This design comes from an exercise in tuning for small area and a short achievable clock period on the open sky130 flow, not from production work.
At most, simulation tests tie the RTL to the original design; equivalence was not proved.
The clock input has no modelled driver; a real chip could not lean on it and would need a root buffer or a full tree.
Power figures rest on the tool's default switching activity, not on a simulated workload.

job 4557:
Design LOG2_FIXED_POINT, start of the top module:
module LOG2_FIXED_POINT
          (i_CLK,
           i_RSTn,
           i_VALID,
           i_DATA_VALID,
           i_DATA,
           o_VALID,
           o_LOG2_VALID,
           o_LOG2);
clock: 4.0 ns
lec_check: 0
cap_margin: 20
core_margin: 2
core_utilization: 20
slew_margin: 20
standard.sh (not shown) runs the stock make flow with config.mk's settings and CLKGATE_MAP_FILE= SYNTH_SCRIPT=/design/flow/synth_recipe.tcl, a recipe that flattens the netlist after the stock synthesis.
==> flow/flow/run.sh <==
#!/bin/bash
# Own layout flow: synthesis with an area-oriented ABC script, then the standard flow's
# standard ORFS layout from that netlist, with minimum-size port buffers.
set -euo pipefail
here=$(pwd)
YOSYS=$FLOW_HOME/../tools/install/yosys/bin/yosys
LIB=$FLOW_HOME/platforms/sky130hd/lib/sky130_fd_sc_hd__tt_025C_1v80.lib
DU="-dont_use *probe* -dont_use *lpflow* -dont_use *clkdly* -dont_use *dlygate* -dont_use *dlymetal*"
mkdir -p syn
cat > syn/synth.ys <<EOS
read_liberty -lib $LIB
read_verilog -defer $FLOW_DESIGN
hierarchy -check -top $FLOW_TOP
synth -flatten -nofsm -noshare -top $FLOW_TOP
opt -purge
dfflibmap -liberty $LIB $DU
opt
abc -script $here/flow/area.abc -liberty $LIB $DU
setundef -zero
splitnets
opt_clean -purge
hilomap -singleton -hicell sky130_fd_sc_hd__conb_1 HI -locell sky130_fd_sc_hd__conb_1 LO
insbuf -buf sky130_fd_sc_hd__buf_1 A X
rename -hide w:*\$func\$*
check -assert -mapped
tee -o $here/syn/stat.txt stat -liberty $LIB
write_verilog -noattr -nohex -nodec $here/syn/netlist.v
EOS
$YOSYS -l syn/yosys.log -q syn/synth.ys > /dev/null
bash standard.sh SYNTH_NETLIST_FILES=$here/syn/netlist.v \
  "BUFFER_PORTS_ARGS=-buffer_cell sky130_fd_sc_hd__buf_1" \
  ${FLOW_EXTRA:-} finish > standard.log 2>&1
==> flow/flow/area.abc <==
strash; dc2; dch -f; map -D 1000; topo; buffer -p; upsize -D 1000; dnsize -D 1000; topo
#### Input delta (job 2211 over job 4557)
Settings: PLACE_DENSITY now 0.7, previously not set; CORE_UTILIZATION now 45, was 20.
--- a/flow/flow/run.sh
+++ b/flow/flow/run.sh
@@ -2,2 +2,3 @@
-# Own layout flow: synthesis with an area-oriented ABC script, then the standard flow's
-# standard ORFS layout from that netlist, with minimum-size port buffers.
+# Own layout flow: synthesis with a delay-targeted ABC script, then the standard flow's
+# standard ORFS layout from that netlist, with minimum-size port buffers and a
+# small clock tree.
@@ -29,0 +31 @@
+CK=sky130_fd_sc_hd__clkbuf_4
@@ -32 +34,2 @@
-  ${FLOW_EXTRA:-} finish > standard.log 2>&1
+  "CTS_ARGS=-sink_clustering_enable -repair_clock_nets -buf_list $CK -root_buf $CK -sink_clustering_size 30 -sink_clustering_max_diameter 300 -dont_use_dummy_load" \
+  finish > standard.log 2>&1
Findings:
- Job 2211 against job 4557: power dropped about 9%, number of placed cells counting well taps dropped about 16%.
- Job 2211 against job 4557: sequential share of layout area now larger; clock latency reported for the late side of the worst-skew pair now larger; maximum clock rate now smaller.
- Job 2211 vs job 4557: finished layout cell area down by a few percent
- Cmp job 2211 and job 4557 / global-route usage / lower: job 4557
- Job 4557 has a higher post-synthesis to final-layout area growth than job 2211.
- When job 2211 is measured against job 4557, its non-clock buffer count turns out 2.5% higher.
- Relative to job 4557, slew at the pin closest to its max-slew limit has decreased by 120 ps in job 2211.
--- input diff job 2211..job 1145 ---
Settings: CORE_UTILIZATION changed from 45 to 20; PLACE_DENSITY removed (was 0.7).
==> comparison <==
Compared with job 2211, in job 1145 pre-CTS setup slack saw a decrease; overall global routing resource usage went down by 13 points; worst hold slack lost 7.3 ps; sequential share of cell area shrank by 0.89 points. Relative to job 2211, the horizontal die dimension measured on job 1145 has increased by more than a quarter. Per the comparison of job 1145 with job 2211, share of the clock period used by the worst path after layout lower, total grt overflow roughly the same, post-synthesis to final-layout area growth higher, wire length reported by the detailed router lower.
Input changes introduced in job 9897 (baseline for comparison: job 1145):
Settings: SETUP_SLACK_MARGIN: unset -> 1.3.
==> flow/flow/area.abc <==
strash; dc2; dch -f; map -a; topo
--- outcome ---
For job 1145 and job 9897, there was not a single run that failed to finish clean.
Taking job 1145 as the reference, in job 9897 area of all placed cells without fillers +5.6%, clock power ~0 delta, total leakage power -0.0000027 uW, post-route worst hold slack +3.7 ps, total routing usage reported by global routing -0.30 points.
Job 9897: post-layout net count 2.3% above job 1145
Modified inputs, job 8735 compared to job 9897
Settings: SETUP_SLACK_MARGIN: 1.3 -> 1.6.
==> flow/flow/area.abc <==
strash; dc2; dch -f; map -D 1000; topo; buffer -p; upsize -D 1000; dnsize -D 1000; topo
Results
Lower sequential cell area share among job 9897 and job 8735: job 8735. The combined area of all synthesized cells in job 8735 sits 4.5% above the value recorded for job 9897. Between job 9897 and job 8735, the flow reports combinational cell power increasing by more than 10%.
No run of this note included a check of the RTL's function; only the layout flow was run.

========
## willow
Another version of the RTL of LOG2_FIXED_POINT (not shown whole).
For scale: about 150 cells after synthesis, roughly 41 I/O pins.
export LEC_CHECK = 0
export CAP_MARGIN = 20
export CORE_MARGIN = 2
export CORE_UTILIZATION = 20
export SETUP_SLACK_MARGIN = 1.4
export SLEW_MARGIN = 20
create_clock -name core_clock -period 4.0 [get_ports {i_CLK}]
==> flow/flow/run.sh <==
#!/bin/bash
# Own layout flow. Synthesis: LOG2_NORM is taken as the cell netlist in
# flow/norm_cells.v (the same function as rtl/CLZ.v), LOG2_TABLE is mapped by
# ABC for speed, then the design is flattened. Layout: the standard ORFS
# flow from that netlist, with minimum-size port buffers and a small clock tree.
set -euo pipefail
here=$(pwd)
YOSYS=$FLOW_HOME/../tools/install/yosys/bin/yosys
LIB=$FLOW_HOME/platforms/sky130hd/lib/sky130_fd_sc_hd__tt_025C_1v80.lib
DU="-dont_use *probe* -dont_use *lpflow* -dont_use *clkdly* -dont_use *dlygate* -dont_use *dlymetal*"
mkdir -p syn
# The standard synthesis, run only for the names it gives the flip-flops:
# ours are renamed to match (flow/regnames.py), pairing them by their Q nets.
sed "s#$here/orfs#$here/refsyn#g" standard.sh > refsyn.sh
bash refsyn.sh synth > refsyn.log 2>&1
REF=$here/refsyn/results/sky130hd/LOG2_FIXED_POINT/base/1_2_yosys.v
cat > syn/synth.ys <<EOS
read_liberty -lib $LIB
read_verilog -defer $FLOW_DESIGN
read_verilog -defer -overwrite $here/flow/norm_cells.v
hierarchy -check -top $FLOW_TOP
synth -nofsm -noshare -top $FLOW_TOP
opt -purge
dfflibmap -liberty $LIB $DU
opt
abc -script $here/flow/table.abc -constr $here/flow/table.constr -liberty $LIB $DU LOG2_TABLE
abc -script $here/flow/top.abc -liberty $LIB $DU $FLOW_TOP
flatten
setundef -zero
splitnets
opt_clean -purge
hilomap -singleton -hicell sky130_fd_sc_hd__conb_1 HI -locell sky130_fd_sc_hd__conb_1 LO
insbuf -buf sky130_fd_sc_hd__buf_1 A X
rename -hide w:*\$func\$*
check -assert -mapped
tee -o $here/syn/stat.txt stat -liberty $LIB
write_verilog -noattr -nohex -nodec $here/syn/netlist.v
EOS
$YOSYS -l syn/yosys.log -q syn/synth.ys > /dev/null
python3 flow/regnames.py $REF syn/netlist.v syn/netlist_named.v > syn/regnames.log
CK=sky130_fd_sc_hd__clkbuf_4
bash standard.sh SYNTH_NETLIST_FILES=$here/syn/netlist_named.v \
  "BUFFER_PORTS_ARGS=-buffer_cell sky130_fd_sc_hd__buf_1" \
  "CTS_ARGS=-sink_clustering_enable -repair_clock_nets -buf_list $CK -root_buf sky130_fd_sc_hd__clkbuf_8 -sink_clustering_size 30 -sink_clustering_max_diameter 300 -dont_use_dummy_load" \
  POST_CTS_TCL=$here/flow/post_cts.tcl \
  finish > standard.log 2>&1
==> flow/flow/post_cts.tcl <==
# After CTS: the design has only a few flip-flops, so drive all of them from
# the root clock buffer and remove the buffers CTS placed below it.
set block [ord::get_db_block]
set root [$block findInst clkbuf_0_i_CLK]
if { $root != "NULL" } {
  set rootnet [[$root findITerm X] getNet]
  foreach inst [$block getInsts] {
    if { $inst == $root } { continue }
    if { ![string match "sky130_fd_sc_hd__clkbuf_*" [[$inst getMaster] getName]] } { continue }
    set in_net [[$inst findITerm A] getNet]
    if { $in_net != $rootnet } { continue }
    set out_net [[$inst findITerm X] getNet]
    foreach it [$out_net getITerms] {
      if { [$it getInst] == $inst } { continue }
      $it disconnect
      $it connect $rootnet
    }
    puts "post_cts: removed clock buffer [$inst getName]"
    odb::dbInst_destroy $inst
    odb::dbNet_destroy $out_net
  }
  estimate_parasitics -placement
  report_clock_skew
}

# Downsize gates that have timing slack to spare, keeping the setup margin.
repair_timing -recover_power 100 -setup_margin $::env(SETUP_SLACK_MARGIN) -verbose
report_design_area
Other scripts of this flow, unchanged in this note and not shown: flow/flow/norm_cells.v, flow/flow/regnames.py, flow/flow/table.abc, flow/flow/table.constr, flow/flow/top.abc
--- input diff willow..xenon ---
Settings: swapping 20 for 50 in CORE_UTILIZATION.
--- a/flow/flow/post_cts.tcl
+++ b/flow/flow/post_cts.tcl
@@ -24,5 +24 @@
 }
-
-# Downsize gates that have timing slack to spare, keeping the setup margin.
-repair_timing -recover_power 100 -setup_margin $::env(SETUP_SLACK_MARGIN) -verbose
-report_design_area
[summary]
- Routed wire length on xenon is ahead of willow.
- The higher number of global-route vias before repair came out of willow.
- Taking willow as the reference, in xenon global-route track usage on met3 rose by 1.7 points; cell-internal power shows no meaningful change.
- Against willow, the final cell area of xenon is lower.
- Looking only at synthesis-to-finish area growth, and setting everything else aside, the higher value of willow and xenon goes to willow.
- From xenon to willow, count of final hold-check violations did not move at all.

========
Setup of job 5873:
Starting RTL as in the previous note.
Settings: LEC_CHECK=0, CAP_MARGIN=20, CORE_MARGIN=2, CORE_UTILIZATION=20, SETUP_SLACK_MARGIN=1.4, SLEW_MARGIN=20; clock period 4.0 ns.
==> flow/flow/norm_cells.v <==
// Generated by gen/gen_norm.py: LOG2_NORM as sky130_fd_sc_hd cells.
module LOG2_NORM (x, mn, ip);
  input  [15:0] x;
  output [4:0]  mn;
  output [4:0]  ip;
  wire a1, a2, a3, c3, h1, h2, h3, l1, l2, l3, ma0, ma1, ma2, ma3, ma4, mb0, mb1, mb2, mb3, mb4, p2, p3, s0, s1, s2, s3, t0, t1, t2, w12, w13, w14, w15, w15n, wa12, wa13, wa14, wa15, wb12, wb13, wb14, wb15, wn10, wn11, wn12, wn13, wn14, wn7, wn8, wn9, z0, za1, za2, za3;
  sky130_fd_sc_hd__nor2_1 u_h3 (.A(x[15]), .B(x[14]), .Y(h3));
  sky130_fd_sc_hd__nor2_1 u_l3 (.A(x[13]), .B(x[12]), .Y(l3));
  sky130_fd_sc_hd__nand2_1 u_a3 (.A(h3), .B(l3), .Y(a3));
  sky130_fd_sc_hd__nor2_1 u_h2 (.A(x[11]), .B(x[10]), .Y(h2));
  sky130_fd_sc_hd__nor2_1 u_l2 (.A(x[9]), .B(x[8]), .Y(l2));
  sky130_fd_sc_hd__nand2_1 u_a2 (.A(h2), .B(l2), .Y(a2));
  sky130_fd_sc_hd__nor2_1 u_h1 (.A(x[7]), .B(x[6]), .Y(h1));
  sky130_fd_sc_hd__nor2_1 u_l1 (.A(x[5]), .B(x[4]), .Y(l1));
  sky130_fd_sc_hd__nand2_1 u_a1 (.A(h1), .B(l1), .Y(a1));
  sky130_fd_sc_hd__nor4_1 u_z0 (.A(x[3]), .B(x[2]), .C(x[1]), .D(x[0]), .Y(z0));
  sky130_fd_sc_hd__and2_1 u_za3 (.A(h3), .B(l3), .X(za3));
  sky130_fd_sc_hd__and2_1 u_za2 (.A(h2), .B(l2), .X(za2));
  sky130_fd_sc_hd__and2_1 u_za1 (.A(h1), .B(l1), .X(za1));
  sky130_fd_sc_hd__buf_2 u_s3 (.A(a3), .X(s3));
  sky130_fd_sc_hd__and3_2 u_s2 (.A(h3), .B(l3), .C(a2), .X(s2));
  sky130_fd_sc_hd__and3_2 u_s1 (.A(za3), .B(za2), .C(a1), .X(s1));
  sky130_fd_sc_hd__and3_2 u_s0 (.A(za3), .B(za2), .C(za1), .X(s0));
  sky130_fd_sc_hd__or2_0 u_p3 (.A(a3), .B(a2), .X(p3));
  sky130_fd_sc_hd__or2_0 u_p2 (.A(a3), .B(s1), .X(p2));
  sky130_fd_sc_hd__a22oi_1 u_wa15 (.A1(s3), .A2(x[15]), .B1(s2), .B2(x[11]), .Y(wa15));
  sky130_fd_sc_hd__a22oi_1 u_wb15 (.A1(s1), .A2(x[7]), .B1(s0), .B2(x[3]), .Y(wb15));
  sky130_fd_sc_hd__nand2_2 u_w15 (.A(wa15), .B(wb15), .Y(w15));
  sky130_fd_sc_hd__a22oi_1 u_wa14 (.A1(s3), .A2(x[14]), .B1(s2), .B2(x[10]), .Y(wa14));
  sky130_fd_sc_hd__a22oi_1 u_wb14 (.A1(s1), .A2(x[6]), .B1(s0), .B2(x[2]), .Y(wb14));
  sky130_fd_sc_hd__nand2_1 u_w14 (.A(wa14), .B(wb14), .Y(w14));
  sky130_fd_sc_hd__a22oi_1 u_wa13 (.A1(s3), .A2(x[13]), .B1(s2), .B2(x[9]), .Y(wa13));
  sky130_fd_sc_hd__a22oi_1 u_wb13 (.A1(s1), .A2(x[5]), .B1(s0), .B2(x[1]), .Y(wb13));
  sky130_fd_sc_hd__nand2_1 u_w13 (.A(wa13), .B(wb13), .Y(w13));
  sky130_fd_sc_hd__a22oi_1 u_wa12 (.A1(s3), .A2(x[12]), .B1(s2), .B2(x[8]), .Y(wa12));
  sky130_fd_sc_hd__a22oi_1 u_wb12 (.A1(s1), .A2(x[4]), .B1(s0), .B2(x[0]), .Y(wb12));
  sky130_fd_sc_hd__nand2_1 u_w12 (.A(wa12), .B(wb12), .Y(w12));
  sky130_fd_sc_hd__and2_1 u_w15n (.A(wa15), .B(wb15), .X(w15n));
  sky130_fd_sc_hd__a222oi_1 u_wn11 (.A1(s3), .A2(x[11]), .B1(s2), .B2(x[7]), .C1(s1), .C2(x[3]), .Y(wn11));
  sky130_fd_sc_hd__a222oi_1 u_wn10 (.A1(s3), .A2(x[10]), .B1(s2), .B2(x[6]), .C1(s1), .C2(x[2]), .Y(wn10));
  sky130_fd_sc_hd__a222oi_1 u_wn9 (.A1(s3), .A2(x[9]), .B1(s2), .B2(x[5]), .C1(s1), .C2(x[1]), .Y(wn9));
  sky130_fd_sc_hd__a222oi_1 u_wn8 (.A1(s3), .A2(x[8]), .B1(s2), .B2(x[4]), .C1(s1), .C2(x[0]), .Y(wn8));
  sky130_fd_sc_hd__a22oi_1 u_wn7 (.A1(s3), .A2(x[7]), .B1(s2), .B2(x[3]), .Y(wn7));
  sky130_fd_sc_hd__inv_1 u_wn14 (.A(w14), .Y(wn14));
  sky130_fd_sc_hd__inv_1 u_wn13 (.A(w13), .Y(wn13));
  sky130_fd_sc_hd__inv_1 u_wn12 (.A(w12), .Y(wn12));
  sky130_fd_sc_hd__and2_2 u_t2 (.A(w15n), .B(w14), .X(t2));
  sky130_fd_sc_hd__and3_2 u_t1 (.A(w15n), .B(wn14), .C(w13), .X(t1));
  sky130_fd_sc_hd__and3_2 u_t0 (.A(w15n), .B(wn14), .C(wn13), .X(t0));
  sky130_fd_sc_hd__a22oi_1 u_ma4 (.A1(w15), .A2(wn14), .B1(t2), .B2(wn13), .Y(ma4));
  sky130_fd_sc_hd__a22oi_1 u_mb4 (.A1(t1), .A2(wn12), .B1(t0), .B2(wn11), .Y(mb4));
  sky130_fd_sc_hd__nand2_1 u_mn4 (.A(ma4), .B(mb4), .Y(mn[4]));
  sky130_fd_sc_hd__a22oi_1 u_ma3 (.A1(w15), .A2(wn13), .B1(t2), .B2(wn12), .Y(ma3));
  sky130_fd_sc_hd__a22oi_1 u_mb3 (.A1(t1), .A2(wn11), .B1(t0), .B2(wn10), .Y(mb3));
  sky130_fd_sc_hd__nand2_1 u_mn3 (.A(ma3), .B(mb3), .Y(mn[3]));
  sky130_fd_sc_hd__a22oi_1 u_ma2 (.A1(w15), .A2(wn12), .B1(t2), .B2(wn11), .Y(ma2));
  sky130_fd_sc_hd__a22oi_1 u_mb2 (.A1(t1), .A2(wn10), .B1(t0), .B2(wn9), .Y(mb2));
  sky130_fd_sc_hd__nand2_1 u_mn2 (.A(ma2), .B(mb2), .Y(mn[2]));
  sky130_fd_sc_hd__a22oi_1 u_ma1 (.A1(w15), .A2(wn11), .B1(t2), .B2(wn10), .Y(ma1));
  sky130_fd_sc_hd__a22oi_1 u_mb1 (.A1(t1), .A2(wn9), .B1(t0), .B2(wn8), .Y(mb1));
  sky130_fd_sc_hd__nand2_1 u_mn1 (.A(ma1), .B(mb1), .Y(mn[1]));
  sky130_fd_sc_hd__a22oi_1 u_ma0 (.A1(w15), .A2(wn10), .B1(t2), .B2(wn9), .Y(ma0));
  sky130_fd_sc_hd__a22oi_1 u_mb0 (.A1(t1), .A2(wn8), .B1(t0), .B2(wn7), .Y(mb0));
  sky130_fd_sc_hd__nand2_1 u_mn0 (.A(ma0), .B(mb0), .Y(mn[0]));
  sky130_fd_sc_hd__and2_0 u_c3 (.A(p2), .B(w15), .X(c3));
  sky130_fd_sc_hd__nor2_1 u_ip4 (.A(p3), .B(c3), .Y(ip[4]));
  sky130_fd_sc_hd__xnor2_1 u_ip3 (.A(p3), .B(c3), .Y(ip[3]));
  sky130_fd_sc_hd__xor2_1 u_ip2 (.A(p2), .B(w15), .X(ip[2]));
  sky130_fd_sc_hd__nor2_1 u_ip1 (.A(w15), .B(t0), .Y(ip[1]));
  sky130_fd_sc_hd__a211oi_1 u_ip0 (.A1(s0), .A2(z0), .B1(w15), .C1(t1), .Y(ip[0]));
endmodule
==> flow/flow/table.abc <==
strash; dc2; dch -f; map -D 1000; topo; buffer -p; upsize -D 1000; dnsize -D 1000; topo
==> flow/flow/table.constr <==
set_driving_cell sky130_fd_sc_hd__buf_1
set_load 0.004
Scripts as last shown in full above: flow/flow/run.sh
Other scripts of this flow, unchanged in this note and not shown: flow/flow/post_cts.tcl, flow/flow/regnames.py, flow/flow/top.abc
The following lists how job 2314 was set up differently from job 5873:
- SETUP_SLACK_MARGIN changed from 1.4 to 1.5
==> flow/flow/table.abc <==
strash; dch -f; map -D 600; topo; buffer -p; upsize -D 600; dnsize -D 600; topo
[summary]
Job 2314 finished every step from synthesis to the final layout, and the layout passed the timing, design-rule and antenna checks. Looking at capturing element of the worst setup path, the r_mn[0] result is from job 2314; the o_LOG2[0] one comes from job 5873. On post-route minimum period, the higher figure sits with job 5873, not job 2314. Sequential fraction of design power, job 2314 and job 5873: smaller value in job 2314. Effective utilization at floorplan, job 2314 and job 5873: higher on job 5873. Overall routing resource usage on job 2314 is down relative to job 5873. Of job 2314 and job 5873, the lower post-synth design cell area belongs to job 5873. Compared with job 5873, job 2314 shows routed wire length lower by 110 um. Job 2314 against job 5873: number of standard-cell rows in the floorplan went up, final worst-path cycle share now sits lower, share of cell area taken by flip-flops and latches went down by 0.82 points.
The inputs of job 9824 differ from those of job 2314 as listed below.
- SETUP_SLACK_MARGIN no longer set, was 1.5
--- a/flow/flow/run.sh
+++ b/flow/flow/run.sh
@@ -26 +26 @@
-abc -script $here/flow/table.abc -constr $here/flow/table.constr -liberty $LIB $DU LOG2_TABLE
+abc -script $here/flow/table.abc -liberty $LIB $DU LOG2_TABLE
--- a/flow/flow/norm_cells.v
+++ b/flow/flow/norm_cells.v
@@ -6 +6 @@
-  wire a1, a2, a3, c3, h1, h2, h3, l1, l2, l3, ma0, ma1, ma2, ma3, ma4, mb0, mb1, mb2, mb3, mb4, p2, p3, s0, s1, s2, s3, t0, t1, t2, w12, w13, w14, w15, w15n, wa12, wa13, wa14, wa15, wb12, wb13, wb14, wb15, wn10, wn11, wn12, wn13, wn14, wn7, wn8, wn9, z0, za1, za2, za3;
+  wire a1, a2, a3, c3, h1, h2, h3, l1, l2, l3, ma0, ma1, ma2, ma3, ma4, mb0, mb1, mb2, mb3, mb4, p2, p3, s0, s1, s2, s3, t0, t1, t2, w12, w13, w14, w15, wa12, wa13, wa14, wa15, wb12, wb13, wb14, wb15, wn10, wn11, wn12, wn13, wn14, wn7, wn8, wn9, z0, za1, za2, za3;
@@ -17,7 +17,7 @@
-  sky130_fd_sc_hd__and2_1 u_za3 (.A(h3), .B(l3), .X(za3));
-  sky130_fd_sc_hd__and2_1 u_za2 (.A(h2), .B(l2), .X(za2));
-  sky130_fd_sc_hd__and2_1 u_za1 (.A(h1), .B(l1), .X(za1));
-  sky130_fd_sc_hd__buf_2 u_s3 (.A(a3), .X(s3));
-  sky130_fd_sc_hd__and3_2 u_s2 (.A(h3), .B(l3), .C(a2), .X(s2));
-  sky130_fd_sc_hd__and3_2 u_s1 (.A(za3), .B(za2), .C(a1), .X(s1));
-  sky130_fd_sc_hd__and3_2 u_s0 (.A(za3), .B(za2), .C(za1), .X(s0));
+  sky130_fd_sc_hd__and2_0 u_za3 (.A(h3), .B(l3), .X(za3));
+  sky130_fd_sc_hd__and2_0 u_za2 (.A(h2), .B(l2), .X(za2));
+  sky130_fd_sc_hd__and2_0 u_za1 (.A(h1), .B(l1), .X(za1));
+  sky130_fd_sc_hd__buf_1 u_s3 (.A(a3), .X(s3));
+  sky130_fd_sc_hd__and2_0 u_s2 (.A(za3), .B(a2), .X(s2));
+  sky130_fd_sc_hd__and3_1 u_s1 (.A(za3), .B(za2), .C(a1), .X(s1));
+  sky130_fd_sc_hd__and3_1 u_s0 (.A(za3), .B(za2), .C(za1), .X(s0));
@@ -28 +28 @@
-  sky130_fd_sc_hd__nand2_2 u_w15 (.A(wa15), .B(wb15), .Y(w15));
+  sky130_fd_sc_hd__nand2_1 u_w15 (.A(wa15), .B(wb15), .Y(w15));
@@ -38 +37,0 @@
-  sky130_fd_sc_hd__and2_1 u_w15n (.A(wa15), .B(wb15), .X(w15n));
@@ -47,3 +46,3 @@
-  sky130_fd_sc_hd__and2_2 u_t2 (.A(w15n), .B(w14), .X(t2));
-  sky130_fd_sc_hd__and3_2 u_t1 (.A(w15n), .B(wn14), .C(w13), .X(t1));
-  sky130_fd_sc_hd__and3_2 u_t0 (.A(w15n), .B(wn14), .C(wn13), .X(t0));
+  sky130_fd_sc_hd__and2b_1 u_t2 (.A_N(w15), .B(w14), .X(t2));
+  sky130_fd_sc_hd__and3b_1 u_t1 (.A_N(w15), .B(wn14), .C(w13), .X(t1));
+  sky130_fd_sc_hd__and3b_1 u_t0 (.A_N(w15), .B(wn14), .C(wn13), .X(t0));
==> flow/flow/table.abc <==
strash; dch -f; map -D 400; topo; buffer -p; upsize -D 400; dnsize -D 400; topo
removed: flow/flow/table.constr
==> comparison <==
Delta(core area, job 9824 - job 2314) < 0
Share of the final layout cell area in sequential cells, job 2314 and job 9824: higher on job 9824
From job 2314 to job 9824 the numbers moved as follows: routed wire length grew by about 2.7%; overall power after layout lower; relative contribution of sequential cells to total power now sits higher; proportion of power drawn by combinational gates dropped 1.5 points; starting density of the core went up 0.54 points.
Diff job 2314 -> job 9824: final area dropped 2.4%, aggregate global-route resource usage level.

-- what the ideal ports hide --
The flow's constraints put no driver on any port. The routed layouts listed below were extracted and timed again, unchanged, in two steps.
Step 1: set_driving_cell puts a clkbuf_16 on i_CLK and a buf_2 on each other input, an assumption about the parent block.
Step 2 times the ports against the registers' clock, not the clock port: input delays grow and output delays shrink by t, the midpoint of the rising clock arrivals with the driver on.
Three values: ideal ports, drivers, drivers and shift; two values: the first two.
run	t (ns)	setup WS [ns]	cell pins on the clock port's net
job 4557	0.254	1.334 / 1.311 / 1.156	1
job 2211	0.272	1.205 / 1.189 / 1.158	1
job 1145	0.279	1.307 / 1.288 / 1.164	1
job 9897	0.277	1.448 / 1.430 / 1.180	1
job 8735	0.278	1.611 / 1.593 / 1.481	1
willow	0.159	1.572 / 1.548 / 1.419	1
xenon	0.155	1.496 / 1.474 / 1.465	1
job 5873	0.159	1.587 / 1.561 / 1.434	1
job 2314	0.150	1.648 / 1.648 / 1.497	1
job 9824	0.153	1.322 / 1.323 / 1.170	1
After both steps every run listed still meets setup and hold. For job 9897, which loses most, drivers alone change the setup slack by -0.018 ns; drivers and shift together by -0.268 ns.
